From an optimization exercise on the open Yosys and OpenROAD flow, aimed at small area and a short achievable clock period; shortcuts taken in it are not production practice.
At most, simulation tests tie the RTL to the original design; equivalence was not proved.
Only the layout flow was run in runs 5 and 6; the RTL was not checked for function there.
No activity file was given, so power comes from the tool's default toggle rates.

## config.mk

```make
export PLATFORM = sky130hd
export DESIGN_NAME = fpadd_40
export DESIGN_NICKNAME = fpadd_40
export VERILOG_FILES = /design/flow/design.v
export SDC_FILE = /design/flow/constraint.sdc
export NUM_CORES = 4
export LEC_CHECK = 0
export ABC_AREA = 1
export CAP_MARGIN = 20
export CORE_MARGIN = 2
export CORE_UTILIZATION = 40
export CTS_BUF_LIST = sky130_fd_sc_hd__clkbuf_8
export CTS_CLUSTER_SIZE = 24
export SETUP_SLACK_MARGIN = 2.8
export SLEW_MARGIN = 20
```

## constraint.sdc

```tcl
create_clock -name core_clock -period 5.0 [get_ports {clk_40}]
set_input_delay 1.0000 -clock core_clock [delete_from_list [all_inputs] [get_ports {clk_40}]]
set_output_delay 1.0000 -clock core_clock [all_outputs]
set_load 0.01 [all_outputs]
```

## design.v

```verilog
module fpadd_40_add #(parameter N = 26, parameter L = 5) (
  input  [N-1:0] p0, g0,
  input          ci,
  output [N-1:0] s
);
wire [N-1:0] g [0:L];
wire [N-1:0] p [0:L];
assign g[0] = g0 | {{(N-1){1'b0}}, p0[0] & ci};
assign p[0] = p0;
genvar l, i;
generate
  for (l = 0; l < L; l = l + 1) begin : lv
    for (i = 0; i < N; i = i + 1) begin : bt
      if ((i >> l) & 1) begin : mg
        localparam integer J = ((i >> l) << l) - 1;
        assign g[l+1][i] = g[l][i] | (p[l][i] & g[l][J]);
        assign p[l+1][i] = p[l][i] & p[l][J];
      end else begin : ps
        assign g[l+1][i] = g[l][i];
        assign p[l+1][i] = p[l][i];
      end
    end
  end
endgenerate
assign s = p0 ^ {g[L][N-2:0], ci};
endmodule
module fpadd_40(x_40,y_40,res_40,clk_40,rst_40);
input  [31:0] x_40, y_40;
output [31:0] res_40;
input  clk_40, rst_40;
wire [7:0] ex = x_40[30:23];
wire [7:0] ey = y_40[30:23];
wire [8:0] dxy = {1'b0, ex} - {1'b0, ey};
wire [7:0] dyx = ey - ex;
wire       ge  = ~dxy[8];                    
wire [4:0] cxy = (dxy[7:0] > 8'd24) ? 5'd31 : dxy[4:0];   
wire [4:0] cyx = (dyx > 8'd24) ? 5'd31 : dyx[4:0];
wire       swap = y_40[30:0] > x_40[30:0];   
wire       hx   = |x_40[30:0];
wire       hy   = |y_40[30:0];
reg [22:0] fx1, fy1;
reg        hb1, sw1, sx1, sy1, sub1;
reg [7:0]  ea1;
reg [4:0]  d1;
always @(posedge clk_40) begin
  fx1  <= x_40[22:0];
  fy1  <= y_40[22:0];
  hb1  <= hx & hy;                            
  sw1  <= swap;
  ea1  <= ge ? ex : ey;
  d1   <= ge ? cxy : cyx;
  sx1  <= x_40[31] & (hx | hy);               
  sy1  <= y_40[31];
  sub1 <= x_40[31] ^ y_40[31];
end
wire [22:0] fa = sw1 ? fy1 : fx1;
wire        sg1 = sw1 ? sy1 : sx1;
wire [23:0] sb = {hb1, sw1 ? fx1 : fy1};
wire [24:0] b0 = {sb, 1'b0};
wire [24:0] b1 = d1[4] ? {16'd0, b0[24:16]} : b0;
wire [24:0] b2 = d1[3] ? { 8'd0, b1[24:8]}  : b1;
wire [24:0] b3 = d1[2] ? { 4'd0, b2[24:4]}  : b2;
wire [24:0] b4 = d1[1] ? { 2'd0, b3[24:2]}  : b3;
wire [24:0] b5 = d1[0] ? { 1'd0, b4[24:1]}  : b4;
reg [24:1] smask;
integer k;
always @(*) begin
  for (k = 1; k < 25; k = k + 1)
    smask[k] = (d1 > k) && (d1 <= k + 20) && (d1 <= 5'd24);
end
wire sticky = |(b0[24:1] & smask);
wire [25:0] aw = {2'b01, fa, 1'b0};
wire [25:0] bw = {sub1, b5 ^ {25{sub1}}};
wire [25:0] pw = aw ^ bw;
wire [25:0] gw = aw & bw;
reg [25:0] p2;
reg [23:1] g2;            
reg [7:0]  ea2;
reg        ci2, sg2;
always @(posedge clk_40) begin
  p2 <= pw; g2 <= gw[23:1]; ea2 <= ea1 + 8'd1;
  ci2 <= sub1 & ~sticky; sg2 <= sg1;
end
wire [25:0] s;
fpadd_40_add #(26) add (
  .p0(p2),
  .g0({1'b0, ~p2[24], g2, 1'b0}),
  .ci(ci2),
  .s (s)
);
reg [25:0] s3;
reg [7:0]  e3;
reg        sg3;
always @(posedge clk_40) begin
  s3 <= s; e3 <= ea2; sg3 <= sg2;
end
wire [31:0] v = {s3, 6'd0};
wire [15:0] z1;  wire [15:0] c1;       
genvar g;
generate for (g = 0; g < 16; g = g + 1) begin : l1
  assign z1[g] = ~(v[2*g+1] | v[2*g]);
  assign c1[g] = ~v[2*g+1];
end endgenerate
wire [7:0] z2; wire [15:0] c2;         
generate for (g = 0; g < 8; g = g + 1) begin : l2
  assign z2[g] = z1[2*g+1] & z1[2*g];
  assign c2[2*g+1:2*g] = z1[2*g+1] ? {1'b1, c1[2*g]} : {1'b0, c1[2*g+1]};
end endgenerate
wire [3:0] z3; wire [11:0] c3;         
generate for (g = 0; g < 4; g = g + 1) begin : l3
  assign z3[g] = z2[2*g+1] & z2[2*g];
  assign c3[3*g+2:3*g] = z2[2*g+1] ? {1'b1, c2[4*g+1:4*g]} : {1'b0, c2[4*g+3:4*g+2]};
end endgenerate
wire [1:0] z4; wire [7:0] c4;          
generate for (g = 0; g < 2; g = g + 1) begin : l4
  assign z4[g] = z3[2*g+1] & z3[2*g];
  assign c4[4*g+3:4*g] = z3[2*g+1] ? {1'b1, c3[6*g+2:6*g]} : {1'b0, c3[6*g+5:6*g+3]};
end endgenerate
wire       nz = ~(z4[1] & z4[0]);
wire [4:0] lz = z4[1] ? {1'b1, c4[3:0]} : {1'b0, c4[7:4]};
wire [25:0] n1 = lz[4] ? {s3[9:0], 16'd0} : s3;
wire [25:0] n2 = lz[3] ? {n1[17:0], 8'd0} : n1;
wire [25:0] n3 = lz[2] ? {n2[21:0], 4'd0} : n2;
wire [25:0] n4 = lz[1] ? {n3[23:0], 2'd0} : n3;
wire [25:0] n5 = lz[0] ? {n4[24:0], 1'd0} : n4;
wire [5:0]  el = {1'b0, e3[4:0]} - {1'b0, lz};
wire [2:0]  eh = el[5] ? e3[7:5] - 3'd1 : e3[7:5];
wire [31:0] r  = {sg3 & nz, nz ? {eh, el[4:0]} : 8'd0, n5[24:2]};
reg [31:0] r4;
always @(posedge clk_40) r4 <= r;
assign res_40 = r4;
endmodule
```

## flow/run.sh

```bash
#!/bin/bash
# Standard ORFS layout with two changes: synthesis leaves adders to ABC
# (ADDER_MAP_FILE empty, so no half/full-adder cells are extracted; the
# synthesis script itself is the standard flow's, unchanged), and the port buffers are
# buf_2 cells. Full make output in make_finish.log, each step's log under
# orfs/logs/.
set -euo pipefail
bash standard.sh finish 'ADDER_MAP_FILE=' 'BUFFER_PORTS_ARGS=-buffer_cell sky130_fd_sc_hd__buf_2' > make_finish.log 2>&1
```

## standard.sh

```bash
#!/bin/bash
# synth_recipe.tcl (not shown) runs the flow's synth.tcl, then flattens the netlist and writes it again
# the make line also repeats each setting of config.mk as NAME=value (left out here)
make -C /OpenROAD-flow-scripts/flow DESIGN_CONFIG=/design/flow/config.mk WORK_HOME=/design/flow/orfs CLKGATE_MAP_FILE= SYNTH_SCRIPT=/design/flow/synth_recipe.tcl "${@:-finish}"
```

==> results of run 1 <==
## per-stage QoR
| stage | total power, uW | setup WS (ns) | hold slack [ns] |
|---|---|---|---|
| floorplan | 4020 | 2.80 | 0.310 |
| global placement | 4650 | 2.31 | 0.312 |
| detailed placement | 4660 | 2.31 | 0.312 |
| CTS | 5620 | 2.79 | 0.337 |
| global route | 6210 | 2.77 | 0.341 |
| finish | 5710 | 2.89 | 0.335 |
## worst max-delay path by stage
stage | depth (start not counted) | slack [ns] | from | endpoint
2_1_floorplan | 13 | 2.80 | y_40[26] | d1[0]$_DFF_P_
3_3_place_gp | 14 | 2.31 | x_40[25] | d1[3]$_DFF_P_
3_5_place_dp | 12 | 2.31 | x_40[30] | d1[0]$_DFF_P_
4_1_cts | 12 | 2.79 | d1[4]$_DFF_P_ | p2[15]$_DFF_P_
5_1_grt | 12 | 2.77 | sw1$_DFF_P_ | p2[6]$_DFF_P_
6_report | 14 | 2.89 | y_40[25] | d1[3]$_DFF_P_
## cells by family after synthesis
family / Yosys count
compound gates: 251
xor+xnor: 53
buf+inv: 242
flops: 190
mux: 3
simple gates: 935
## placed cells by master (no fill, tap or decap), types with 5 or more instances in the layout
cell type                   netlist  layout
sky130_fd_sc_hd__clkbuf_8         0      17
sky130_fd_sc_hd__o22ai_1         15      14
sky130_fd_sc_hd__or2_2            6       6
sky130_fd_sc_hd__nand2_4          9      18
sky130_fd_sc_hd__dfxtp_1        190     185
sky130_fd_sc_hd__nor3_1           5       5
sky130_fd_sc_hd__nor2_4           4      19
sky130_fd_sc_hd__nor2_1         131     113
sky130_fd_sc_hd__o211ai_1        11      11
sky130_fd_sc_hd__buf_4            3      19
sky130_fd_sc_hd__nand3b_1        12      12
sky130_fd_sc_hd__inv_4            1       9
sky130_fd_sc_hd__nand2_1        507     488
sky130_fd_sc_hd__inv_1          168     161
sky130_fd_sc_hd__inv_2           20      20
sky130_fd_sc_hd__a21oi_1         59      55
sky130_fd_sc_hd__nand4_1         26      26
sky130_fd_sc_hd__o21ai_0         91      83
sky130_fd_sc_hd__nand3_1        185     183
sky130_fd_sc_hd__buf_2           23      95
sky130_fd_sc_hd__a31oi_1          5       5
sky130_fd_sc_hd__o21ai_1         35      37
sky130_fd_sc_hd__nor4_1          14      14
sky130_fd_sc_hd__xor2_1          37      35
sky130_fd_sc_hd__nor2_2           9      13
sky130_fd_sc_hd__xnor2_1         15      15
sky130_fd_sc_hd__o21ai_2          1       7
sky130_fd_sc_hd__o2111ai_1        6       6
sky130_fd_sc_hd__nand2_2         18      27
## area by class of cell
cell class,count,area (sq um)
Fill cell,2825,14300
Multi-Input combinational cell,1245,6440
Sequential cell,190,3810
Inverter,191,743
Timing Repair Buffer,119,717
Tap cell,341,427
Clock buffer,17,234
Clock inverter,15,128
## state kept, by name, summed over array words and instances, names as in the netlist, 5 cells and up
| register | count |
|---|---|
| d1 | 5 |
| ea2 | 8 |
| fx1 | 23 |
| p2 | 26 |
| fy1 | 23 |
| g2 | 23 |
| ea1 | 8 |
| s3 | 26 |
| e3 | 8 |
| r4 | 32 |
## repair_timing
action,in CTS,in global routing
gates resized for setup,18,82
pin swaps,1,21
cloned,1,3
setup endpoints to repair,68,76
setup buffers,3,14
## critical path: cells and delay by family
kind	cells	cell delay, ns
buffers and inverters	3	0.31
and+or+nand+nor	10	0.96
xor gates and xnor gates	1	0.20
## routing by layer
metal | vias up | part of all wire [%] | GRT usage [%] | wire length (microns)
met5 | - | 0 | 0 | 0
met4 | 0 | 3.3 | 7.08 | 988
met3 | 52 | 3.3 | 2.85 | 979
met2 | 218 | 46 | 34.7 | 13700
met1 | 4651 | 47 | 27.3 | 14000
li1 | 5632 | - | - | -
## power groups by stage
stage | Combinational (uW) | Clock, uW | Sequential [uW]
after floorplan | 1810 | 0 | 2200
after global placement | 2430 | 0 | 2220
after detailed placement | 2440 | 0 | 2220
after CTS | 2470 | 959 | 2190
after global routing | 2950 | 1020 | 2250
final | 2590 | 926 | 2190
==> PnR_summary.wiki, run 1 <==
{| class="wikitable"
! Metric !! Value
|-
| Total wire length || 29700 microns
|-
| NetSw || 2500 uW
|-
| Die outline width || 169 microns
|-
| Part of the Yosys area used for sequential elements || 35.1%
|-
| Slack of the worst reg-to-reg path || between 2 and 3 ns
|-
| Half-perimeter wire length after placement || 23100 microns
|-
| First DRT Iteration DRCs || roughly 650
|-
| Worst Clk Skew || 0.0216 ns
|-
| Antenna diodes || 0
|-
| Fraction of registers with async set or reset after synthesis || 0%
|-
| Number of CTS-inserted buffers || 17
|-
| Initial antenna violation count || 0
|-
| Unrepaired setup endpoints after global routing || yes
|-
| Leakage power summed over all cells || 0.00612 uW
|-
| Dominant combinational cell family by area after synthesis || simple AND/OR/NAND/NOR gates
|-
| Hold path cells || 0
|-
| Clock Tree Buf Depth || 2
|-
| Hold Path End || e3[3]$_DFF_P_
|-
| Predominant post-synthesis flop cell || sky130_fd_sc_hd__dfxtp_1
|-
| Core area || 0.0268 sq mm
|-
| Portion of total power attributed to combinational logic || a little under half
|-
| Worst Path Required || 5.37 ns
|-
| Residual overflow from global routing || 0
|-
| Aggregate global-route resource usage || 20.7%
|-
| Area share of the largest cell type after synthesis || 35.1%
|-
| Synthesized-area fraction occupied by xor and xnor cells || approximately 4.3%
|-
| Max-slew violation total from the final report || 0
|-
| Cell mode on critical path || sky130_fd_sc_hd__nand2_1
|-
| Post-synthesis share of cell area spent on full adders, half adders and majority gates || 0%
|-
| Startpoint of the tightest hold check path || ea2[3]$_DFF_P_
|-
| Number of sinks driven by the clock tree || 190
|-
| Root Buffer || sky130_fd_sc_hd__clkbuf_8
|-
| Number of buffers inserted by hold repair at cts || 0
|-
| Proportion of power drawn by flip-flops and latches || 38.4%
|-
| Critical path class || input pin to flip-flop
|-
| Layout-stage area growth over the synthesis result || 15.2%
|-
| H-tree depth || 4
|-
| CP max stage cell || sky130_fd_sc_hd__nor2_2
|-
| Shortest clock period the worst path allows after layout || about 2.1 ns
|-
| First-pass GRT wire length || ~47000 microns
|-
| Detailed-route DRC error count || 0
|-
| Worst Setup Start Kind || input pin
|-
| R2R depth || 13
|-
| Initial Util || between 40% and 50%
|-
| Post-detailed-route count of antenna-violating nets || 0
|-
| Final hold violations || 0
|-
| Capture point of the worst reg-to-reg path || r4[22]$_DFF_P_
|-
| Synthesized-area fraction occupied by and/or/nand/nor cells || 38.1%
|-
| Count of buffers from port buffering || 96
|-
| Critical-path cell list || buf_2 > inv_2 > nor2_4 > inv_2 > nand2_4 > nor2_4 > nand2_1 > nand2_2 > xor2_2 > nor2_1 > nor2_2 > nand3_1 > nand2_1 > nand2_1
|-
| Syn_nets || roughly 1700
|-
| Delay of the slowest critical-path stage || 0.22 ns
|-
| Post-synth EDFFs || 0
|-
| Post-route clock period utilization || a little over two fifths
|-
| Final GP Congestion || 0.926
|-
| Highest clock rate || 0.474 GHz
|-
| Origin of the critical flop-to-flop path || s3[14]$_DFF_P_
|-
| Post-layout net count || 1830
|-
| Final setup violation count || 0
|-
| Core occupancy in the finished layout || 46.6%
|-
| Clock-pin slew reported for the worst setup and hold paths after clock tree synthesis || 0.10 ns
|-
| Count of max-cap constraint violations || 0
|-
| Maximum number of pins on one net before global-route repair || 61
|-
| Vias after detailed routing || 10600
|-
| Layout cell share with drive strength beyond 1 || 16.8%
|-
| Synth Register Bits || 190
|-
| CTS tree || yes
|-
| Worst Tran Pin Value || 0.766 ns
|-
| Synthesized area divided by synthesized cell count || 6.48 sq um
|-
| Number of warnings printed during yosys synthesis || 2
|-
| Drt first pass iters || 5
|-
| Clock latency on the worst-skew pair || 0.47 ns
|-
| Synthesized area || 0.0108 sq mm
|-
| Top cell types by occurrence after synthesis || sky130_fd_sc_hd__nand2_1, sky130_fd_sc_hd__dfxtp_1, sky130_fd_sc_hd__nand3_1
|-
| Maximum fanout encountered on the critical timing path || 5
|-
| Post-synthesis cell type with the largest combined area || sky130_fd_sc_hd__dfxtp_1
|-
| Routed vias/inst || 4.98
|-
| Run status || no timing/DRC/antenna violations
|-
| Compound-cell area share of the yosys netlist || 13.2%
|-
| Power per unit of standard cell area || 457 mW/mm^2
|-
| Post-synthesis mux area share || 0.288%
|-
| Synth cell types || 54
|-
| Wire length per cell || between 10 and 15 microns
|-
| Final std cells w/o fill || ~2100
|-
| Max-slew headroom || approximately half
|-
| Worst Path Arrival || 2.48 ns
|-
| Type of destination of the critical path || flip-flop
|-
| Die ar. || 0.0285 sq mm
|-
| Via count of the first global-routing pass || 9481
|-
| Placement Rows || 60
|-
| Die outline height || about 170 microns
|-
| Top Ports || 98
|-
| Post-route standard cell area excluding fillers || 0.0125 sq mm
|-
| Area after detailed placement || roughly 0.012 sq mm
|-
| Leading cell types by total area after synthesis || sky130_fd_sc_hd__dfxtp_1, sky130_fd_sc_hd__nand2_1, sky130_fd_sc_hd__nand3_1
|-
| Portion of total power attributed to the clock network || between 10% and 20%
|-
| Placed cell count || between 2000 and 2500
|-
| Design internal power || 3210 uW
|-
| Classification of the worst-slack hold path || flip-flop to flip-flop
|-
| Synth Instances || 1674
|-
| Most frequent cell after synthesis || sky130_fd_sc_hd__nand2_1
|-
| Switching Share || 43.8%
|-
| Worst vdd rail ir drop || 159 uV
|-
| Total negative slack || 0 ns
|}
==> run 2, diff against run 1 <==
--- a/config.mk
+++ b/config.mk
@@ -13,3 +13,4 @@
 export CTS_CLUSTER_SIZE = 24
 export SETUP_SLACK_MARGIN = 2.8
 export SLEW_MARGIN = 20
+export TNS_END_PERCENT = 5
==> PnR_summary.wiki, run 2 <==
{| class="wikitable"
! Metric !! Value
|-
| Number of CTS-inserted buffers || 17
|-
| Number of flip-flops under the largest register name || 32
|-
| Max-slew violation total from the final report || 0
|-
| Post-route standard cell area excluding fillers || 0.0123 sq mm
|-
| Syn_nets || 1740
|-
| Capture point of the worst reg-to-reg path || r4[22]$_DFF_P_
|-
| First DRT Iteration DRCs || 547
|-
| Synth cell types || 54
|-
| Count of buffers from port buffering || 96
|-
| Worst Clk Skew || 0.0225 ns
|-
| Total wire length || 29600 microns
|-
| Initial antenna violation count || 0
|-
| Run status || no timing/DRC/antenna violations
|-
| Post-synthesis cell type with the largest combined area || sky130_fd_sc_hd__dfxtp_1
|-
| Hold path cells || 0
|-
| Delay-heaviest family, CP || simple AND/OR/NAND/NOR gates
|-
| Final setup violation count || 0
|-
| Most frequent cell after synthesis || sky130_fd_sc_hd__nand2_1
|-
| Post-route clock period utilization || between 40% and 50%
|-
| Classification of the worst-slack hold path || flip-flop to flip-flop
|-
| Post-synthesis share of cell area spent on full adders, half adders and majority gates || 0%
|-
| CTS tree || yes
|-
| Dominant combinational cell family by area after synthesis || simple AND/OR/NAND/NOR gates
|-
| Delay of the slowest critical-path stage || 0.37 ns
|-
| Top Ports || 98
|-
| Drt first pass iters || 6
|-
| Via count of the first global-routing pass || 9471
|-
| Die outline height || 169 microns
|-
| H-tree depth || 4
|-
| Most frequent cells in the layout || sky130_fd_sc_hd__nand2_1, sky130_fd_sc_hd__dfxtp_1, sky130_fd_sc_hd__nand3_1
|-
| Total negative slack || 0 ns
|-
| Max-slew headroom || between 40% and 50%
|-
| Area share of the largest cell type after synthesis || 35.1%
|-
| Synthesized-area fraction occupied by and/or/nand/nor cells || between 30% and 40%
|-
| Type of destination of the critical path || flip-flop
|-
| Power per unit of standard cell area || 461 mW/mm^2
|-
| Area after detailed placement || 0.0116 sq mm
|-
| Post-synth EDFFs || 0
|-
| Root Buffer || sky130_fd_sc_hd__clkbuf_8
|-
| Number of sinks driven by the clock tree || 190
|-
| Clock latency on the worst-skew pair || 0.47 ns
|-
| Worst Setup Start Kind || flip-flop
|-
| Top reg by flops || r4
|-
| Critical path class || flip-flop to flip-flop
|-
| Residual overflow from global routing || 0
|-
| Worst Path Arrival || 2.51 ns
|-
| Final GP Congestion || 0.926
|-
| Maximum fanout encountered on the critical timing path || 24
|-
| Leading cell types by total area after synthesis || sky130_fd_sc_hd__dfxtp_1, sky130_fd_sc_hd__nand2_1, sky130_fd_sc_hd__nand3_1
|-
| Clock Tree Buf Depth || 2
|-
| Setup ws final || 2.89 ns
|-
| Fraction of registers with async set or reset after synthesis || 0%
|-
| Synthesized area divided by synthesized cell count || 6.48 sq um
|-
| Layout-stage area growth over the synthesis result || 13.2%
|-
| Clock-pin slew reported for the worst setup and hold paths after clock tree synthesis || 0.10 ns
|-
| Layout cell share with drive strength beyond 1 || 15.1%
|-
| Area used by multi-input combinational logic || between 0.006 and 0.007 sq mm
|-
| Die ar. || 0.0285 sq mm
|-
| Wire length per cell || roughly 14 microns
|-
| Die outline width || between 150 and 200 microns
|-
| CP max stage cell || sky130_fd_sc_hd__dfxtp_1
|-
| Maximum number of pins on one net before global-route repair || 61
|-
| Routed vias/inst || 5.01
|-
| Compound-cell area share of the yosys netlist || 13.2%
|-
| Predominant post-synthesis flop cell || sky130_fd_sc_hd__dfxtp_1
|-
| Count of max-cap constraint violations || 0
|-
| Worst vdd rail ir drop || 154 uV
|-
| Synthesized area || 0.0108 sq mm
|-
| Post-detailed-route count of antenna-violating nets || 0
|-
| Startpoint of the tightest hold check path || ea2[3]$_DFF_P_
|-
| Placed cell count || between 2000 and 2500
|-
| Unrepaired setup endpoints after global routing || yes
|-
| Slack of the worst reg-to-reg path || around 2.9 ns
|-
| Post-layout net count || 1823
|-
| Placement Rows || 60
|-
| Half-perimeter wire length after placement || 23100 microns
|-
| Initial Util || 40.5%
|-
| Largest registers || r4: 32 flops, p2: 26 flops, s3: 26 flops
|-
| Worst setup timing slack at the placement stage || 2.31 ns
|-
| Number of warnings printed during yosys synthesis || 2
|-
| CP bufs+invs || 2
|-
| Post-synthesis mux area share || 0.288%
|-
| Final hold violations || 0
|-
| Worst-case hold slack || 0.335 ns
|-
| Highest clock rate || around 0.47 GHz
|-
| Top cell types by occurrence after synthesis || sky130_fd_sc_hd__nand2_1, sky130_fd_sc_hd__dfxtp_1, sky130_fd_sc_hd__nand3_1
|-
| Leakage power summed over all cells || 0.00605 uW
|-
| Detailed-route DRC error count || 0
|-
| Register cell area after layout || 0.00381 sq mm
|-
| Synth Instances || 1674
|-
| Cell mode on critical path || sky130_fd_sc_hd__nand2_1
|-
| Worst Path Required || 5.41 ns
|-
| Part of the Yosys area used for sequential elements || 35.1%
|-
| R2R depth || 13
|-
| Origin of the critical flop-to-flop path || s3[14]$_DFF_P_
|-
| Aggregate global-route resource usage || 20.6%
|-
| Hold Path End || e3[3]$_DFF_P_
|-
| Final std cells w/o fill || about 2100
|-
| Critical-path cell list || inv_1 > nand2_2 > nor2_4 > nand2_2 > nor2_8 > nand2_4 > nand2_8 > inv_4 > a21oi_1 > o21ai_0 > nand2_1 > nand2_1 > nand2_1
|-
| Worst Tran Pin Value || 0.760 ns
|-
| Most common cell after layout, fill and taps aside || sky130_fd_sc_hd__nand2_1
|-
| Core area || 0.0268 sq mm
|-
| Shortest clock period the worst path allows after layout || about 2.1 ns
|-
| Vias after detailed routing || approximately 11000
|-
| Synthesized-area fraction occupied by xor and xnor cells || 4.35%
|-
| Number of fill cells in the layout || 2852
|-
| Number of buffers inserted by hold repair at cts || 0
|-
| Antenna diodes || 0
|-
| First-pass GRT wire length || between 40000 and 50000 microns
|-
| Synth Register Bits || 190
|}
run 2: cell counts after synthesis:
Identical to the previous run, type by type.
run 2: cell families after synthesis:
| kind of cell | after synthesis |
|---|---|
| buf+inv | 242 |
| compound gates | 251 |
| mux | 3 |
| simple gates | 935 |
| flops | 190 |
| xor+xnor | 53 |
run 2: through the flow:
stage / power, uW / utilization, %
6_report: 5660 / 45.8
3_5_place_dp: 4660 / 43.2
5_1_grt: 6170 / 45.8
3_3_place_gp: 4650 / 43.2
2_1_floorplan: 4020 / -
4_1_cts: 5610 / 44.8
run 2: how the worst max path moves through the flow:
stage	cells past startpoint	to	slack, ns	from
5_1_grt	14	d1[1]$_DFF_P_	2.73	y_40[23]
4_1_cts	10	r4[21]$_DFF_P_	2.71	s3[11]$_DFF_P_
3_5_place_dp	12	d1[0]$_DFF_P_	2.31	x_40[30]
3_3_place_gp	14	d1[3]$_DFF_P_	2.31	x_40[25]
2_1_floorplan	13	d1[0]$_DFF_P_	2.80	y_40[26]
6_report	13	r4[22]$_DFF_P_	2.89	s3[14]$_DFF_P_
run 2: what timing repair did:
action                                  in CTS  in global routing
pin swaps                                    1                  8
buffers inserted                             1                  9
gates cloned                                 1                  3
gates resized for setup                     12                 48
endpoints found under the setup margin      68                 77
run 2: cell type report:
class                           instances  area share (%)
Clock inverter                         15            1.04
Inverter                              191            6.00
Tap cell                              341            3.47
Clock buffer                           17            1.91
Multi-Input combinational cell       1245            51.3
Timing Repair Buffer                  112            5.23
Sequential cell                       190            31.1
run 2: where the power goes:
group / switching (uW) / internal, uW / total, uW
clock: 562 / 359 / 921
sequential: 251 / 1940 / 2190
combinational: 1660 / 890 / 2550
run 2: per-layer routing:
layer,share of wire [%],GRT usage [%],vias to the layer above
met5,0,0,-
li1,-,-,5612
met1,47,27.3,4674
met4,3.3,7.08,0
met2,46,34.6,245
met3,3.7,2.85,51
run 2: worst register-to-register path: stages (launching register included):
cell and delay [ns]:
sky130_fd_sc_hd__dfxtp_1 0.37, sky130_fd_sc_hd__inv_1 0.12, sky130_fd_sc_hd__nand2_2 0.08, sky130_fd_sc_hd__nor2_4 0.15
sky130_fd_sc_hd__nand2_2 0.14, sky130_fd_sc_hd__nor2_8 0.19, sky130_fd_sc_hd__nand2_4 0.13, sky130_fd_sc_hd__nand2_8 0.15
sky130_fd_sc_hd__inv_4 0.12, sky130_fd_sc_hd__a21oi_1 0.23, sky130_fd_sc_hd__o21ai_0 0.13, sky130_fd_sc_hd__nand2_1 0.11
sky130_fd_sc_hd__nand2_1 0.05, sky130_fd_sc_hd__nand2_1 0.08
==> run 3, diff against run 2 <==
--- a/config.mk
+++ b/config.mk
@@ -11,6 +11,6 @@
 export CORE_UTILIZATION = 40
 export CTS_BUF_LIST = sky130_fd_sc_hd__clkbuf_8
 export CTS_CLUSTER_SIZE = 24
+export PLACE_DENSITY = 0.85
 export SETUP_SLACK_MARGIN = 2.8
 export SLEW_MARGIN = 20
-export TNS_END_PERCENT = 5
==> PnR_summary.wiki, run 3 <==
{| class="wikitable"
! Metric !! Value
|-
| Shortest clock period the worst path allows after layout || 2.13 ns
|-
| Max-slew headroom || 52.5%
|-
| Dominant combinational cell family by area after synthesis || simple AND/OR/NAND/NOR gates
|-
| Worst Tran Pin Value || 0.712 ns
|-
| Area used by multi-input combinational logic || 0.00641 sq mm
|-
| Residual overflow from global routing || 0
|-
| Register cell area after layout || 0.00381 sq mm
|-
| Classification of the worst-slack hold path || flip-flop to flip-flop
|-
| Total negative slack || 0 ns
|-
| Delay of the slowest critical-path stage || 0.48 ns
|-
| Most common cell after layout, fill and taps aside || sky130_fd_sc_hd__nand2_1
|-
| Detailed-route DRC error count || 0
|-
| Synth Instances || roughly 1700
|-
| Hold path cells || 0
|-
| Maximum fanout encountered on the critical timing path || 4
|-
| R2R depth || 14
|-
| Area share of the largest cell type after synthesis || 35.1%
|-
| Die outline width || 169 microns
|-
| Power per unit of standard cell area || 461 mW/mm^2
|-
| Synthesized-area fraction occupied by and/or/nand/nor cells || 38.1%
|-
| Count of buffers from port buffering || between 90 and 100
|-
| Die outline height || 169 microns
|-
| Run status || no timing/DRC/antenna violations
|-
| Leakage power summed over all cells || 0.00611 uW
|-
| Worst Path Required || 5.33 ns
|-
| Worst Path Arrival || between 2 and 2.5 ns
|-
| Hold Path End || e3[0]$_DFF_P_
|-
| Final hold violations || 0
|-
| CP max stage cell || sky130_fd_sc_hd__nor4_1
|-
| Syn_nets || approximately 1700
|-
| CTS tree || yes
|-
| Leading cell types by total area after synthesis || sky130_fd_sc_hd__dfxtp_1, sky130_fd_sc_hd__nand2_1, sky130_fd_sc_hd__nand3_1
|-
| Layout cell share with drive strength beyond 1 || 16.3%
|-
| Via count of the first global-routing pass || just under 10000
|-
| Half-perimeter wire length after placement || about 23000 microns
|-
| Initial Util || between 40% and 50%
|-
| Placement Rows || 60
|-
| Antenna diodes || 0
|-
| First-pass GRT wire length || 47000 microns
|-
| Root Buffer || sky130_fd_sc_hd__clkbuf_8
|-
| Post-detailed-route count of antenna-violating nets || 0
|-
| Critical path class || input pin to flip-flop
|-
| Routed vias/inst || 5.18
|-
| Core area || between 0.02 and 0.03 sq mm
|-
| Clock latency on the worst-skew pair || 0.48 ns
|-
| Synthesized area divided by synthesized cell count || 6.48 sq um
|-
| Post-synthesis cell type with the largest combined area || sky130_fd_sc_hd__dfxtp_1
|-
| Origin of the critical flop-to-flop path || s3[23]$_DFF_P_
|-
| Number of CTS-inserted buffers || 17
|-
| Post-synth EDFFs || 0
|-
| Number of fill cells in the layout || ~2600
|-
| Drt first pass iters || 5
|-
| Startpoint of the tightest hold check path || ea2[0]$_DFF_P_
|-
| Predominant post-synthesis flop cell || sky130_fd_sc_hd__dfxtp_1
|-
| Top cell types by occurrence after synthesis || sky130_fd_sc_hd__nand2_1, sky130_fd_sc_hd__dfxtp_1, sky130_fd_sc_hd__nand3_1
|-
| Worst Clk Skew || 0.0182 ns
|-
| Capture point of the worst reg-to-reg path || r4[29]$_SDFF_PP0_
|-
| Worst vdd rail ir drop || 181 uV
|-
| Wire length per cell || 13.9 microns
|-
| First DRT Iteration DRCs || about 800
|-
| Slack of the worst reg-to-reg path || between 2 and 3 ns
|-
| Final GP Congestion || 0.976
|-
| Highest clock rate || about 0.47 GHz
|-
| Vias after detailed routing || 11000
|-
| Number of warnings printed during yosys synthesis || 2
|-
| Final Power || 5760 uW
|-
| Max-slew violation total from the final report || 0
|-
| Most frequent cell after synthesis || sky130_fd_sc_hd__nand2_1
|-
| Number of sinks driven by the clock tree || 190
|-
| Layout-stage area growth over the synthesis result || 15.0%
|-
| Post-synthesis mux area share || 0.288%
|-
| Worst Setup Start Kind || input pin
|-
| Clock Tree Buf Depth || 2
|-
| Clock-pin slew reported for the worst setup and hold paths after clock tree synthesis || 0.10 ns
|-
| Synthesized-area fraction occupied by xor and xnor cells || under 10%
|-
| Post-route clock period utilization || 42.6%
|-
| Largest registers || r4: 32 flops, p2: 26 flops, s3: 26 flops
|-
| Top reg by flops || r4
|-
| Most frequent cells in the layout || sky130_fd_sc_hd__nand2_1, sky130_fd_sc_hd__dfxtp_1, sky130_fd_sc_hd__nand3_1
|-
| Post-synthesis share of cell area spent on full adders, half adders and majority gates || 0%
|-
| Synth cell types || 54
|-
| Die ar. || 0.0285 sq mm
|-
| Maximum number of pins on one net before global-route repair || between 60 and 70
|-
| H-tree depth || 4
|-
| Number of flip-flops under the largest register name || 32
|-
| Type of destination of the critical path || flip-flop
|-
| Cell mode on critical path || sky130_fd_sc_hd__nor4_1
|-
| Post-layout net count || 1828
|-
| Number of buffers inserted by hold repair at cts || 0
|-
| Initial antenna violation count || 0
|-
| Compound-cell area share of the yosys netlist || 13.2%
|-
| Top Ports || 98
|-
| Total wire length || 29500 microns
|-
| Unrepaired setup endpoints after global routing || yes
|-
| Aggregate global-route resource usage || 20.3%
|-
| CP bufs+invs || 1
|-
| Critical-path cell list || buf_2 > nor4_1 > nand4_1 > nor4_1 > a21boi_0
|-
| Delay-heaviest family, CP || simple AND/OR/NAND/NOR gates
|-
| Count of max-cap constraint violations || 0
|-
| Synthesized area || 0.0108 sq mm
|-
| Synth Register Bits || 190
|-
| Part of the Yosys area used for sequential elements || a little over a third
|-
| Final setup violation count || 0
|-
| Fraction of registers with async set or reset after synthesis || 0%
|}
[run 3: cell counts after synthesis]
Identical to the previous run, type by type.
[run 3: cell families (layout without fill, tap and decap cells)]
family,Yosys count,after routing
AOI/OAI and AO/OA,251,251
xor gates and xnor gates,53,53
buffers and inverters,242,340
DFF,190,190
muxes,3,3
and+or+nand+nor,935,938
[run 3: timing repair]
action,CTS,global route
resized for setup,17,77
pin swaps,1,13
setup endpoints to repair,76,81
buffers inserted,3,13
gates cloned,1,3
[run 3: worst reg2reg max path: stages, from the launching register on]
cell,delay (ns)
sky130_fd_sc_hd__dfxtp_1,0.37
sky130_fd_sc_hd__nor2_2,0.19
sky130_fd_sc_hd__nand2_4,0.12
sky130_fd_sc_hd__nor2_4,0.18
sky130_fd_sc_hd__buf_4,0.20
sky130_fd_sc_hd__nand3_4,0.14
sky130_fd_sc_hd__nand2_1,0.11
sky130_fd_sc_hd__nand2_1,0.13
sky130_fd_sc_hd__nor2_2,0.16
sky130_fd_sc_hd__nand3_1,0.10
sky130_fd_sc_hd__nand2_1,0.09
sky130_fd_sc_hd__inv_2,0.05
sky130_fd_sc_hd__nand3_1,0.06
sky130_fd_sc_hd__nand2_1,0.05
sky130_fd_sc_hd__nor2_1,0.10
[run 3: final cells by class]
class / instances / share of cell area (%)
clock buffer: 17 / 1.88
clock inverter: 15 / 1.18
inverter: 191 / 5.98
multi-input combinational: 1245 / 51.3
sequential: 190 / 30.6
tap: 341 / 3.42
timing repair buffer: 117 / 5.63
[run 3: per-layer routing]
layer / global-route usage (%) / vias up / share of wire [%]
met4: 6.90 / 0 / 2.7
met3: 2.97 / 50 / 4.8
met1: 25.1 / 4966 / 44
li1: - / 5616 / -
met5: 0 / - / 0
met2: 36.0 / 321 / 49
[run 3: metrics by stage]
step	cell area [sq um]	setup slack, ns	instances	utilization, %	hold slack, ns
floorplan	10900	2.80	1674	-	0.310
global placement	11600	2.28	2064	43.2	0.313
detailed placement	11600	2.29	2064	43.2	0.312
CTS	12100	2.79	2100	45.0	0.337
global route	12500	2.74	2116	46.6	0.342
finish	12500	2.87	2116	46.6	0.334
[run 3: where the power goes]
part | total [uW] | switching (uW) | internal (uW)
Clock | 974 | 602 | 372
Sequential | 2190 | 251 | 1940
Combinational | 2590 | 1690 | 907
Total | 5760 | 2540 | 3220
[run 3: how the worst max path moves through the flow]
stage | start | to | depth (start not counted)
global placement | d1[3]$_DFF_P_ | p2[11]$_DFF_P_ | 13
detailed placement | y_40[26] | d1[2]$_DFF_P_ | 14
finish | x_40[8] | sx1$_DFF_P_ | 5
floorplan | y_40[26] | d1[0]$_DFF_P_ | 13
CTS | s3[10]$_DFF_P_ | r4[20]$_DFF_P_ | 10
global route | sw1$_DFF_P_ | p2[11]$_DFF_P_ | 14
==> run 4, diff against run 3 <==
--- a/config.mk
+++ b/config.mk
@@ -5,12 +5,11 @@
 export SDC_FILE = /design/flow/constraint.sdc
 export NUM_CORES = 4
 export LEC_CHECK = 0
-export ABC_AREA = 1
+export ABC_AREA = 0
 export CAP_MARGIN = 20
 export CORE_MARGIN = 2
 export CORE_UTILIZATION = 40
 export CTS_BUF_LIST = sky130_fd_sc_hd__clkbuf_8
 export CTS_CLUSTER_SIZE = 24
-export PLACE_DENSITY = 0.85
 export SETUP_SLACK_MARGIN = 2.8
 export SLEW_MARGIN = 20
==> PnR_summary.wiki, run 4 <==
{| class="wikitable"
! Metric !! Value
|-
| Final GP Congestion || roughly 0.9
|-
| Leading cell types by total area after synthesis || sky130_fd_sc_hd__dfxtp_1, sky130_fd_sc_hd__mux2i_1, sky130_fd_sc_hd__xnor2_1
|-
| Top reg by flops || r4
|-
| Worst Tran Pin Value || just under 0.8 ns
|-
| Top Ports || 98
|-
| Most frequent cell after synthesis || sky130_fd_sc_hd__dfxtp_1
|-
| Area after detailed placement || ~0.011 sq mm
|-
| H-tree depth || 4
|-
| Worst Path Arrival || approximately 3.4 ns
|-
| Residual overflow from global routing || 0
|-
| Routed vias/inst || 5.44
|-
| Root Buffer || sky130_fd_sc_hd__clkbuf_8
|-
| Part of the Yosys area used for sequential elements || 37.6%
|-
| Power per unit of standard cell area || 455 mW/mm^2
|-
| Antenna diodes || 0
|-
| Syn_nets || 1214
|-
| Vias after detailed routing || 8889
|-
| Predominant post-synthesis flop cell || sky130_fd_sc_hd__dfxtp_1
|-
| Clock latency on the worst-skew pair || 0.46 ns
|-
| Synth Instances || around 1100
|-
| Final setup violation count || 0
|-
| Layout cell share with drive strength beyond 1 || 30.3%
|-
| Delay-heaviest family, CP || adder cells
|-
| Number of sinks driven by the clock tree || 190
|-
| Maximum fanout encountered on the critical timing path || 4
|-
| Count of buffers from port buffering || 96
|-
| Largest registers || r4: 32 flops, p2: 26 flops, s3: 26 flops
|-
| Layout-stage area growth over the synthesis result || 26.9%
|-
| Most frequent cells in the layout || sky130_fd_sc_hd__dfxtp_1, sky130_fd_sc_hd__nor2_1, sky130_fd_sc_hd__buf_2
|-
| Aggregate global-route resource usage || about 20%
|-
| Worst vdd rail ir drop || 269 uV
|-
| First DRT Iteration DRCs || between 500 and 600
|-
| Worst Clk Skew || approximately 0.014 ns
|-
| Worst Setup Start Kind || input pin
|-
| Clock Tree Buf Depth || 2
|-
| Highest clock rate || 0.325 GHz
|-
| Placement Rows || 58
|-
| Area share of the largest cell type after synthesis || 37.6%
|-
| Classification of the worst-slack hold path || flip-flop to flip-flop
|-
| Half-perimeter wire length after placement || 19900 microns
|-
| CP max stage cell || sky130_fd_sc_hd__maj3_2
|-
| Top cell types by occurrence after synthesis || sky130_fd_sc_hd__dfxtp_1, sky130_fd_sc_hd__nor2_1, sky130_fd_sc_hd__mux2i_1
|-
| Post-detailed-route count of antenna-violating nets || 0
|-
| Most common cell after layout, fill and taps aside || sky130_fd_sc_hd__dfxtp_1
|-
| Via count of the first global-routing pass || 8040
|-
| Max-slew violation total from the final report || 0
|-
| Detailed-route DRC error count || 0
|-
| Worst Path Required || 5.35 ns
|-
| Number of buffers inserted by hold repair at cts || 0
|-
| Leakage power summed over all cells || 0.00516 uW
|-
| Post-synth EDFFs || 0
|-
| Final hold violations || 0
|-
| Drt first pass iters || 5
|-
| Die outline width || 163 microns
|-
| Slack of the worst reg-to-reg path || 2.11 ns
|-
| Synth cell types || 75
|-
| Post-route clock period utilization || approximately three fifths
|-
| Shortest clock period the worst path allows after layout || 3.08 ns
|-
| Initial Util || about two fifths
|-
| Unrepaired setup endpoints after global routing || yes
|-
| Post-route standard cell area excluding fillers || 0.0128 sq mm
|-
| Initial antenna violation count || 0
|-
| CTS tree || yes
|-
| Core area || ~0.025 sq mm
|-
| Number of warnings printed during yosys synthesis || 2
|-
| Clock-pin slew reported for the worst setup and hold paths after clock tree synthesis || 0.10 ns
|-
| Post-layout net count || 1359
|-
| Delay of the slowest critical-path stage || 0.33 ns
|-
| Critical path class || input pin to flip-flop
|-
| Cell mode on critical path || sky130_fd_sc_hd__maj3_2
|-
| Number of flip-flops under the largest register name || 32
|-
| Maximum number of pins on one net before global-route repair || 46
|-
| Final Power || 5830 uW
|-
| Die outline height || 163 microns
|-
| Synthesized area || roughly 0.010 sq mm
|-
| Number of CTS-inserted buffers || 17
|-
| Wire length per cell || 16.8 microns
|-
| Max-slew headroom || 46.5%
|-
| First-pass GRT wire length || roughly 43000 microns
|-
| Type of destination of the critical path || flip-flop
|-
| Total negative slack || 0 ns
|-
| CP bufs+invs || 2
|-
| Synth Register Bits || 190
|-
| Count of max-cap constraint violations || 0
|-
| Die ar. || between 0.02 and 0.03 sq mm
|-
| Run status || no timing/DRC/antenna violations
|-
| Synthesized area divided by synthesized cell count || 8.81 sq um
|-
| Post-synthesis cell type with the largest combined area || sky130_fd_sc_hd__dfxtp_1
|-
| Total wire length || 27400 microns
|-
| Fraction of registers with async set or reset after synthesis || 0%
|-
| Critical-path cell list || buf_8 > nand2b_4 > maj3_2 > maj3_2 > maj3_2 > maj3_2 > mux2_4 > a211oi_4 > buf_6 > and3_4 > nor4_2
|}
==> run 4: cell types whose count changed after synthesis, moves of 40 or more <==
cell	delta
sky130_fd_sc_hd__inv_1	-128
sky130_fd_sc_hd__nand3_1	-166
sky130_fd_sc_hd__mux2i_1	+94
sky130_fd_sc_hd__xnor2_1	+40
sky130_fd_sc_hd__nand2_1	-431
==> run 4: stage by stage <==
stage / hold WS (ns) / cells / utilization (%) / setup WS (ns)
3_3_place_gp: 0.313 / 1528 / 44.5 / 1.27
2_1_floorplan: 0.310 / 1148 / - / 1.65
5_1_grt: 0.339 / 1635 / 51.3 / 1.87
4_1_cts: 0.334 / 1611 / 49.6 / 1.93
6_report: 0.333 / 1635 / 51.3 / 1.92
3_5_place_dp: 0.312 / 1528 / 44.5 / 1.28
==> run 4: area by class of cell <==
cell class / instances / area (sq um)
fill: 2365 / 12200
multi-input combinational: 857 / 6640
sequential: 190 / 3850
timing repair buffer: 183 / 1360
tap: 330 / 413
clock buffer: 18 / 248
inverter: 43 / 181
clock inverter: 13 / 143
timing repair inverter: 1 / 5.00
==> run 4: path summary, 6_finish.rpt <==
kind,end,startpoint,cells past startpoint
worst min-delay path,e3[3]$_DFF_P_,ea2[3]$_DFF_P_,0
worst min register to register,e3[3]$_DFF_P_,ea2[3]$_DFF_P_,0
worst max-delay path,d1[4]$_DFF_P_,y_40[23],11
worst max register to register,p2[2]$_DFF_P_,sw1$_DFF_P_,9
==> run 4: kinds of logic after synthesis <==
| kind of cell | Yosys count | synth area share (%) |
|---|---|---|
| and+or+nand+nor | 338 | 16.3 |
| AOI/OAI and AO/OA | 267 | 17.8 |
| DFF | 190 | 37.6 |
| muxes | 135 | 14.2 |
| xor gates and xnor gates | 102 | 8.83 |
| buffers and inverters | 101 | 3.80 |
| adders and majority gates | 15 | 1.55 |
==> run 4: per-layer routing <==
layer / up-vias / routed length, microns / GRT usage [%] / share of wire [%]
li1: 4413 / - / - / -
met1: 4129 / 12000 / 25.7 / 44
met2: 283 / 13100 / 34.8 / 48
met3: 64 / 1430 / 3.02 / 5.2
met4: 0 / 895 / 8.69 / 3.3
met5: - / 0 / 0 / 0
==> run 4: where the power goes <==
part	internal [uW]	switching, uW	leakage [uW]	total (uW)
registers	1920	401	0.00160	2320
logic	1280	1250	0.00336	2530
clock network	459	522	0.000205	980
total	3660	2180	0.00516	5830
==> run 4: repair_timing <==
item / in CTS / in global routing
buffers inserted: 51 / 23
resized for setup: 102 / 58
cloned: 1 / 1
pin swaps: 26 / 28
setup endpoints to repair: 92 / 98
==> run 5, diff against run 4 <==
--- a/design.v
+++ b/design.v
@@ -56,19 +56,16 @@
 wire [22:0] fa = sw1 ? fy1 : fx1;
 wire        sg1 = sw1 ? sy1 : sx1;
 wire [23:0] sb = {hb1, sw1 ? fx1 : fy1};
-wire [24:0] b0 = {sb, 1'b0};
+wire [24:0] b0 = {sb[23:3], sb[2] & ~(d1 >= 5'd24), sb[1] & ~(d1 >= 5'd23),
+                  sb[0] & ~(d1 >= 5'd22), 1'b0};
 wire [24:0] b1 = d1[4] ? {16'd0, b0[24:16]} : b0;
 wire [24:0] b2 = d1[3] ? { 8'd0, b1[24:8]}  : b1;
 wire [24:0] b3 = d1[2] ? { 4'd0, b2[24:4]}  : b2;
 wire [24:0] b4 = d1[1] ? { 2'd0, b3[24:2]}  : b3;
 wire [24:0] b5 = d1[0] ? { 1'd0, b4[24:1]}  : b4;
-reg [24:1] smask;
-integer k;
-always @(*) begin
-  for (k = 1; k < 25; k = k + 1)
-    smask[k] = (d1 > k) && (d1 <= k + 20) && (d1 <= 5'd24);
-end
-wire sticky = |(b0[24:1] & smask);
+wire sticky = ~&d1 & ((d1[4] & |b0[15:0]) | (d1[3] & |b1[7:0]) |
+                      (d1[2] & |b2[3:0])  | (d1[1] & |b3[1:0]) |
+                      (d1[0] & b4[0]));
 wire [25:0] aw = {2'b01, fa, 1'b0};
 wire [25:0] bw = {sub1, b5 ^ {25{sub1}}};
 wire [25:0] pw = aw ^ bw;
--- a/config.mk
+++ b/config.mk
@@ -5,7 +5,7 @@
 export SDC_FILE = /design/flow/constraint.sdc
 export NUM_CORES = 4
 export LEC_CHECK = 0
-export ABC_AREA = 0
+export ABC_AREA = 1
 export CAP_MARGIN = 20
 export CORE_MARGIN = 2
 export CORE_UTILIZATION = 40
==> PnR_summary.wiki, run 5 <==
{| class="wikitable"
! Metric !! Value
|-
| Max-slew violation total from the final report || 0
|-
| Shortest clock period the worst path allows after layout || 2.12 ns
|-
| Via count of the first global-routing pass || 9741
|-
| Count of buffers from port buffering || 96
|-
| Power per unit of standard cell area || approximately 460 mW/mm^2
|-
| Number of sinks driven by the clock tree || 190
|-
| Fraction of registers with async set or reset after synthesis || 0%
|-
| NetSw || 2560 uW
|-
| Worst vdd rail ir drop || approximately 190 uV
|-
| Most frequent cells in the layout || sky130_fd_sc_hd__nand2_1, sky130_fd_sc_hd__dfxtp_1, sky130_fd_sc_hd__inv_1
|-
| Top cell types by occurrence after synthesis || sky130_fd_sc_hd__nand2_1, sky130_fd_sc_hd__dfxtp_1, sky130_fd_sc_hd__inv_1
|-
| Die outline width || 169 microns
|-
| Post-detailed-route count of antenna-violating nets || 0
|-
| Max-slew headroom || 47.7%
|-
| Largest registers || r4: 32 flops, p2: 26 flops, s3: 26 flops
|-
| Portion of total power attributed to combinational logic || roughly 46%
|-
| Design internal power || 3380 uW
|-
| Worst Clk Skew || 0.0243 ns
|-
| Part of the Yosys area used for sequential elements || 35.1%
|-
| Half-perimeter wire length after placement || 21800 microns
|-
| Worst-case hold slack || 0.331 ns
|-
| Post-route clock period utilization || 42.5%
|-
| Layout-stage area growth over the synthesis result || 18.8%
|-
| CTS tree || yes
|-
| Routed vias/inst || 5.03
|-
| Maximum fanout encountered on the critical timing path || 10
|-
| Syn_nets || 1728
|-
| Predominant post-synthesis flop cell || sky130_fd_sc_hd__dfxtp_1
|-
| Synthesized area || 0.0108 sq mm
|-
| Wire length per cell || about 14 microns
|-
| Synth Register Bits || 190
|-
| Worst Tran Pin Value || 0.784 ns
|-
| Final GP Congestion || 0.936
|-
| Total wire length || 29000 microns
|-
| Aggregate global-route resource usage || 19.9%
|-
| Run status || no timing/DRC/antenna violations
|-
| Top reg by flops || r4
|-
| Clock latency on the worst-skew pair || 0.47 ns
|-
| First-pass GRT wire length || 46100 microns
|-
| Drt first pass iters || 5
|-
| Antenna diodes || 0
|-
| Final hold violations || 0
|-
| Post-layout net count || 1840
|-
| Type of destination of the critical path || flip-flop
|-
| Highest clock rate || approximately 0.47 GHz
|-
| Die outline height || 169 microns
|-
| Number of warnings printed during yosys synthesis || 2
|-
| Clock-pin slew reported for the worst setup and hold paths after clock tree synthesis || about 0.09 ns
|-
| Synthesized area divided by synthesized cell count || roughly 6.5 sq um
|-
| First DRT Iteration DRCs || 583
|-
| Core area || 0.0267 sq mm
|-
| Number of flip-flops under the largest register name || 32
|-
| Most common cell after layout, fill and taps aside || sky130_fd_sc_hd__nand2_1
|-
| Critical-path cell list || buf_6 > inv_4 > nor2_4 > nor2_4 > a21oi_4 > o21ai_4 > buf_4 > nand2_2 > nand2_4 > o21ai_0
|-
| Portion of total power attributed to the clock network || 16.4%
|-
| Synth cell types || 55
|-
| Count of max-cap constraint violations || 0
|-
| Residual overflow from global routing || 0
|-
| Clock Tree Buf Depth || 2
|-
| Worst Setup Start Kind || input pin
|-
| Synth Instances || ~1700
|-
| Layout cell share with drive strength beyond 1 || a little under 20%
|-
| CP max stage cell || sky130_fd_sc_hd__o21ai_0
|-
| Area share of the largest cell type after synthesis || 35.1%
|-
| Post-synthesis cell type with the largest combined area || sky130_fd_sc_hd__dfxtp_1
|-
| Leading cell types by total area after synthesis || sky130_fd_sc_hd__dfxtp_1, sky130_fd_sc_hd__nand2_1, sky130_fd_sc_hd__nand3_1
|-
| Root Buffer || sky130_fd_sc_hd__clkbuf_8
|-
| Worst Path Arrival || 2.45 ns
|-
| Cell mode on critical path || sky130_fd_sc_hd__nor2_4
|-
| Proportion of power drawn by flip-flops and latches || 37.2%
|-
| Total negative slack || 0 ns
|-
| Most frequent cell after synthesis || sky130_fd_sc_hd__nand2_1
|-
| Die ar. || 0.0284 sq mm
|-
| Switching Share || 43.1%
|-
| Detailed-route DRC error count || 0
|-
| Initial Util || 40.5%
|-
| Delay of the slowest critical-path stage || ~0.36 ns
|-
| Top Ports || 98
|-
| Classification of the worst-slack hold path || flip-flop to flip-flop
|-
| Initial antenna violation count || 0
|-
| Leakage power summed over all cells || 0.00633 uW
|-
| Unrepaired setup endpoints after global routing || yes
|-
| Worst Path Required || 5.33 ns
|-
| Maximum number of pins on one net before global-route repair || 32
|-
| Vias after detailed routing || 10700
|-
| Placement Rows || 60
|-
| Final setup violation count || 0
|-
| Number of CTS-inserted buffers || 17
|-
| Post-synth EDFFs || 0
|-
| H-tree depth || 4
|-
| Critical path class || input pin to flip-flop
|}
-- run 5: layer usage --
layer	track usage, %	wire [microns]	part of all wire, %
met1	24.6	13100	45
met3	2.69	1030	3.6
met4	7.98	1140	3.9
met2	35.0	13800	47
met5	0	0	0
-- run 5: layout make-up --
cell class	count	area [sq um]
clock buffer	19	262
clock inverter	12	114
fill	2793	13900
inverter	185	743
multi-input combinational	1234	6520
sequential	190	3810
tap	341	427
timing repair buffer	140	941
timing repair inverter	6	42.5
-- run 5: repair_timing --
action | in CTS | in global routing
hold buffers | 0 | 0
pin swaps | 3 | 49
endpoints found under the setup margin | 84 | 91
cloned | 2 | 8
buffers inserted | 9 | 26
resized for setup | 24 | 153
-- run 5: path summary, 6_finish.rpt --
kind	startpoint	to	slack [ns]	cells past startpoint
max reg2reg	sw1$_DFF_P_	p2[5]$_DFF_P_	2.91	13
min reg2reg	ea2[0]$_DFF_P_	e3[0]$_DFF_P_	0.33	0
min	ea2[0]$_DFF_P_	e3[0]$_DFF_P_	0.33	0
max	y_40[26]	ea1[0]$_DFF_P_	2.88	10
-- run 5: logic make-up (layout without fill, tap and decap cells) --
| kind of cell | after synthesis | after routing | share of synthesized area [%] |
|---|---|---|---|
| XOR/XNOR | 47 | 47 | 4.13 |
| AO/OA/AOI/OAI | 260 | 260 | 13.6 |
| flip-flops | 190 | 190 | 35.1 |
| buffers and inverters | 240 | 362 | 9.06 |
| AND/OR/NAND/NOR | 915 | 917 | 37.2 |
| multiplexers | 10 | 10 | 0.925 |
-- run 5: worst max-delay path: cells and delay by family --
kind                   cells  cell delay [ns]
AOI/OAI and AO/OA          3             0.69
and+or+nand+nor            4             0.48
buffers and inverters      3             0.27
-- run 5: power by group through the flow --
stage                     Clock (uW)  Sequential [uW]  Combinational, uW
final                            974             2210               2750
after global routing            1070             2260               3120
after CTS                       1000             2210               2540
after detailed placement           0             2250               2470
after global placement             0             2240               2440
after floorplan                    0             2220               1870
-- run 5: metrics by stage --
step / total power, uW / setup slack [ns] / instance area [sq um] / util, % / instances
after floorplan: 4090 / 2.70 / 10900 / - / 1662
after global placement: 4680 / 2.00 / 11600 / 43.3 / 2051
after detailed placement: 4710 / 1.98 / 11600 / 43.3 / 2051
after CTS: 5750 / 2.78 / 12100 / 45.3 / 2093
after global routing: 6450 / 2.74 / 12900 / 48.1 / 2127
final: 5940 / 2.88 / 12900 / 48.1 / 2127
==> run 6, diff against run 5 <==
==> flow/run.sh (replaced) <==
#!/bin/bash
# Standard ORFS layout with two changes: synthesis leaves adders to ABC
# (ADDER_MAP_FILE empty, so no half/full-adder cells are extracted; the
# synthesis script itself is the standard flow's, unchanged), the port buffers are
# buf_2 cells, and timing repair does not clone gates. Full make output in make_finish.log, each step's log under
# orfs/logs/.
set -euo pipefail
bash standard.sh finish 'ADDER_MAP_FILE=' 'BUFFER_PORTS_ARGS=-buffer_cell sky130_fd_sc_hd__buf_2' 'SKIP_GATE_CLONING=1' > make_finish.log 2>&1
--- a/config.mk
+++ b/config.mk
@@ -13,3 +13,4 @@
 export CTS_CLUSTER_SIZE = 24
 export SETUP_SLACK_MARGIN = 2.8
 export SLEW_MARGIN = 20
+export TNS_END_PERCENT = 5
==> PnR_summary.wiki, run 6 <==
{| class="wikitable"
! Metric !! Value
|-
| Routed vias/inst || 4.94
|-
| First-pass GRT wire length || 45200 microns
|-
| Shortest clock period the worst path allows after layout || 2.22 ns
|-
| Final GP Congestion || about 0.93
|-
| Predominant post-synthesis flop cell || sky130_fd_sc_hd__dfxtp_1
|-
| Dominant combinational cell family by area after synthesis || simple AND/OR/NAND/NOR gates
|-
| Final std cells w/o fill || 2105
|-
| Highest clock rate || 0.450 GHz
|-
| Total wire length || roughly 28000 microns
|-
| Top Ports || 98
|-
| Core area || 0.0267 sq mm
|-
| Synth cell types || 55
|-
| Power per unit of standard cell area || approximately 460 mW/mm^2
|-
| Setup ws final || 2.78 ns
|-
| Run status || no timing/DRC/antenna violations
|-
| Area after detailed placement || 0.0116 sq mm
|-
| Residual overflow from global routing || 0
|-
| Post-synthesis share of cell area spent on full adders, half adders and majority gates || 0%
|-
| Type of destination of the critical path || flip-flop
|-
| Worst Path Required || about 5.4 ns
|-
| Post-detailed-route count of antenna-violating nets || 0
|-
| Half-perimeter wire length after placement || 21600 microns
|-
| Synthesized-area fraction occupied by and/or/nand/nor cells || 37.2%
|-
| Syn_nets || 1728
|-
| Part of the Yosys area used for sequential elements || 35.1%
|-
| First DRT Iteration DRCs || between 500 and 600
|-
| Final setup violation count || 0
|-
| Worst Path Arrival || 2.58 ns
|-
| H-tree depth || 4
|-
| Via count of the first global-routing pass || 9377
|-
| Total negative slack || 0 ns
|-
| Post-synth EDFFs || 0
|-
| Drt first pass iters || 6
|-
| Initial antenna violation count || 0
|-
| Top reg by flops || r4
|-
| Most common cell after layout, fill and taps aside || sky130_fd_sc_hd__nand2_1
|-
| Synth Register Bits || 190
|-
| Switching Share || 42.8%
|-
| Post-synthesis cell type with the largest combined area || sky130_fd_sc_hd__dfxtp_1
|-
| Wire length per cell || about 13 microns
|-
| Leading cell types by total area after synthesis || sky130_fd_sc_hd__dfxtp_1, sky130_fd_sc_hd__nand2_1, sky130_fd_sc_hd__nand3_1
|-
| Area share of the largest cell type after synthesis || 35.1%
|-
| Synthesized-area fraction occupied by xor and xnor cells || 4.13%
|-
| Worst Setup Start Kind || input pin
|-
| CTS tree || yes
|-
| Number of flip-flops under the largest register name || 32
|-
| Synthesized area divided by synthesized cell count || around 6.5 sq um
|-
| Most frequent cells in the layout || sky130_fd_sc_hd__nand2_1, sky130_fd_sc_hd__dfxtp_1, sky130_fd_sc_hd__inv_1
|-
| Post-synthesis mux area share || 0.925%
|-
| Leakage power summed over all cells || 0.00620 uW
|-
| Top cell types by occurrence after synthesis || sky130_fd_sc_hd__nand2_1, sky130_fd_sc_hd__dfxtp_1, sky130_fd_sc_hd__inv_1
|-
| Worst Tran Pin Value || just under 0.8 ns
|-
| Final Power || 5810 uW
|-
| Layout-stage area growth over the synthesis result || 15.5%
|-
| Final hold violations || 0
|-
| Maximum number of pins on one net before global-route repair || 68
|-
| Die outline width || around 170 microns
|-
| Portion of total power attributed to the clock network || 16.1%
|-
| Critical path class || input pin to flip-flop
|-
| Placement Rows || 60
|-
| Layout cell share with drive strength beyond 1 || 17.0%
|-
| Clock latency on the worst-skew pair || between 0.4 and 0.5 ns
|-
| NetSw || 2490 uW
|-
| Unrepaired setup endpoints after global routing || yes
|-
| Max-slew violation total from the final report || 0
|-
| Synth Instances || 1662
|-
| Number of warnings printed during yosys synthesis || 2
|-
| Portion of total power attributed to combinational logic || 46.0%
|-
| Worst Clk Skew || between 0.03 and 0.04 ns
|-
| Worst setup timing slack at the placement stage || 1.93 ns
|-
| Number of buffers inserted by hold repair at cts || 0
|-
| Proportion of power drawn by flip-flops and latches || 37.8%
|-
| Root Buffer || sky130_fd_sc_hd__clkbuf_8
|-
| Worst vdd rail ir drop || 171 uV
|-
| Clock-pin slew reported for the worst setup and hold paths after clock tree synthesis || 0.10 ns
|-
| Maximum fanout encountered on the critical timing path || 5
|-
| Max-slew headroom || 48.4%
|-
| Initial Util || between 40 and 50%
|-
| Post-route clock period utilization || 44.5%
|-
| Most frequent cell after synthesis || sky130_fd_sc_hd__nand2_1
|-
| Design internal power || roughly 3300 uW
|-
| Number of sinks driven by the clock tree || 190
|-
| Post-layout net count || 1819
|-
| Vias after detailed routing || 10400
|-
| Count of buffers from port buffering || 96
|-
| Compound-cell area share of the yosys netlist || 13.6%
|-
| Antenna diodes || 0
|-
| Clock Tree Buf Depth || 2
|-
| Die outline height || 169 microns
|-
| Synthesized area || 0.0108 sq mm
|-
| Count of max-cap constraint violations || 0
|-
| Die ar. || around 0.028 sq mm
|-
| Number of CTS-inserted buffers || 17
|-
| Placed cell count || 2051
|-
| Largest registers || r4: 32 flops, p2: 26 flops, s3: 26 flops
|-
| Post-route standard cell area excluding fillers || 0.0125 sq mm
|-
| Classification of the worst-slack hold path || flip-flop to flip-flop
|-
| Aggregate global-route resource usage || 19.4%
|-
| Detailed-route DRC error count || 0
|-
| Fraction of registers with async set or reset after synthesis || 0%
|}
## run 6: cell count changes in the layout (fill, tap and decap cells not counted), sizes merged
cell      previous run  this run
clkbuf              22        19
nand2              526       524
inv                188       186
buf                137       125
clkinv               4         5
clkinvlp            10         6
## run 6: critical path, stage by stage
cell                      delay [ns]
sky130_fd_sc_hd__buf_4          0.15
sky130_fd_sc_hd__inv_12         0.04
sky130_fd_sc_hd__nor2_4         0.16
sky130_fd_sc_hd__inv_2          0.07
sky130_fd_sc_hd__nor2_2         0.11
sky130_fd_sc_hd__nor2_2         0.07
sky130_fd_sc_hd__o21ai_2        0.18
sky130_fd_sc_hd__nor2_1         0.08
sky130_fd_sc_hd__nor2_2         0.14
sky130_fd_sc_hd__xor2_2         0.29
sky130_fd_sc_hd__nand4_1        0.14
sky130_fd_sc_hd__nand2_1        0.08
sky130_fd_sc_hd__nand2_1        0.05
## run 6: power groups by stage
| stage | Combinational, uW | Clock (uW) | Sequential [uW] |
|---|---|---|---|
| 5_1_grt | 3060 | 1040 | 2240 |
| 4_1_cts | 2520 | 965 | 2200 |
| 6_report | 2670 | 936 | 2200 |
| 3_3_place_gp | 2450 | 0 | 2230 |
| 3_5_place_dp | 2470 | 0 | 2240 |
| 2_1_floorplan | 1860 | 0 | 2220 |
## run 6: final timing paths
| kind | from | endpoint | slack, ns | cells past startpoint |
|---|---|---|---|---|
| min reg2reg | ea2[0]$_DFF_P_ | e3[0]$_DFF_P_ | 0.33 | 0 |
| max reg2reg | sw1$_DFF_P_ | p2[18]$_DFF_P_ | 2.86 | 12 |
| min | ea2[0]$_DFF_P_ | e3[0]$_DFF_P_ | 0.33 | 0 |
| max | y_40[23] | d1[2]$_DFF_P_ | 2.78 | 13 |
## run 6: layer usage
metal	up-vias	wire, microns	global-route usage [%]
met5	-	0	0
met4	0	329	4.80
met3	25	911	2.64
met2	191	13600	34.4
met1	4605	12700	25.0
li1	5578	-	-
## run 6: final cells by class
cell class                      instances  area, sq um
Fill cell                            2816        14200
Multi-Input combinational cell       1232         6400
Sequential cell                       190         3810
Timing Repair Buffer                  127          782
Inverter                              185          734
Tap cell                              341          427
Clock buffer                           17          234
Clock inverter                         13          120
## run 6: through the flow
step                      hold WS [ns]  utilization [%]
final                            0.329             46.8
after global routing             0.337             46.8
after CTS                        0.329             45.0
after detailed placement         0.312             43.3
after global placement           0.312             43.3
after floorplan                  0.310                -
## run 6: repair_timing
action	in CTS	in global routing
gates resized for setup	23	96
cloned	0	0
setup buffers	4	20
pin swaps	1	25
endpoints found under the setup margin	88	85
## run 6: cell families after synthesis
group                  after synthesis
AO/OA/AOI/OAI                      260
XOR/XNOR                            47
buffers and inverters              240
flip-flops                         190
multiplexers                        10
AND/OR/NAND/NOR                    915

-- separate check: timing with driven ports --
The results above use ideal ports. As a check the final layouts listed here were re-extracted and re-timed, cells and wires unchanged. Step 1 assumes that a clkbuf_16 drives the clock port and a buf_2 every other input. Step 2 times the ports against the registers' clock, not the clock port: input delays grow and output delays shrink by t, the midpoint of the rising clock arrivals with the driver on. a / b / c = ideal / step 1 / step 2; a / b = the first two.
| run | shift t [ns] | slack for setup (ns) | worst setup path at the end | pins driven straight from the clock port |
|---|---|---|---|---|
| run 1 | 0.500 | 2.890 / 2.902 / 2.414 | input to register | 1 |
| run 2 | 0.500 | 2.893 / 2.893 / 2.417 | input to register | 1 |
| run 3 | 0.514 | 2.869 / 2.890 / 2.376 | input to register | 1 |
| run 4 | 0.497 | 1.922 / 1.929 / 1.432 | input to register | 1 |
| run 5 | 0.501 | 2.875 / 2.875 / 2.374 | input to register | 1 |
| run 6 | 0.504 | 2.777 / 2.795 / 2.291 | input to register | 1 |
After both steps setup and hold are still met in every run listed. For run 5, which loses most, drivers alone change the setup slack by 0.000 ns; drivers and shift together by -0.501 ns.
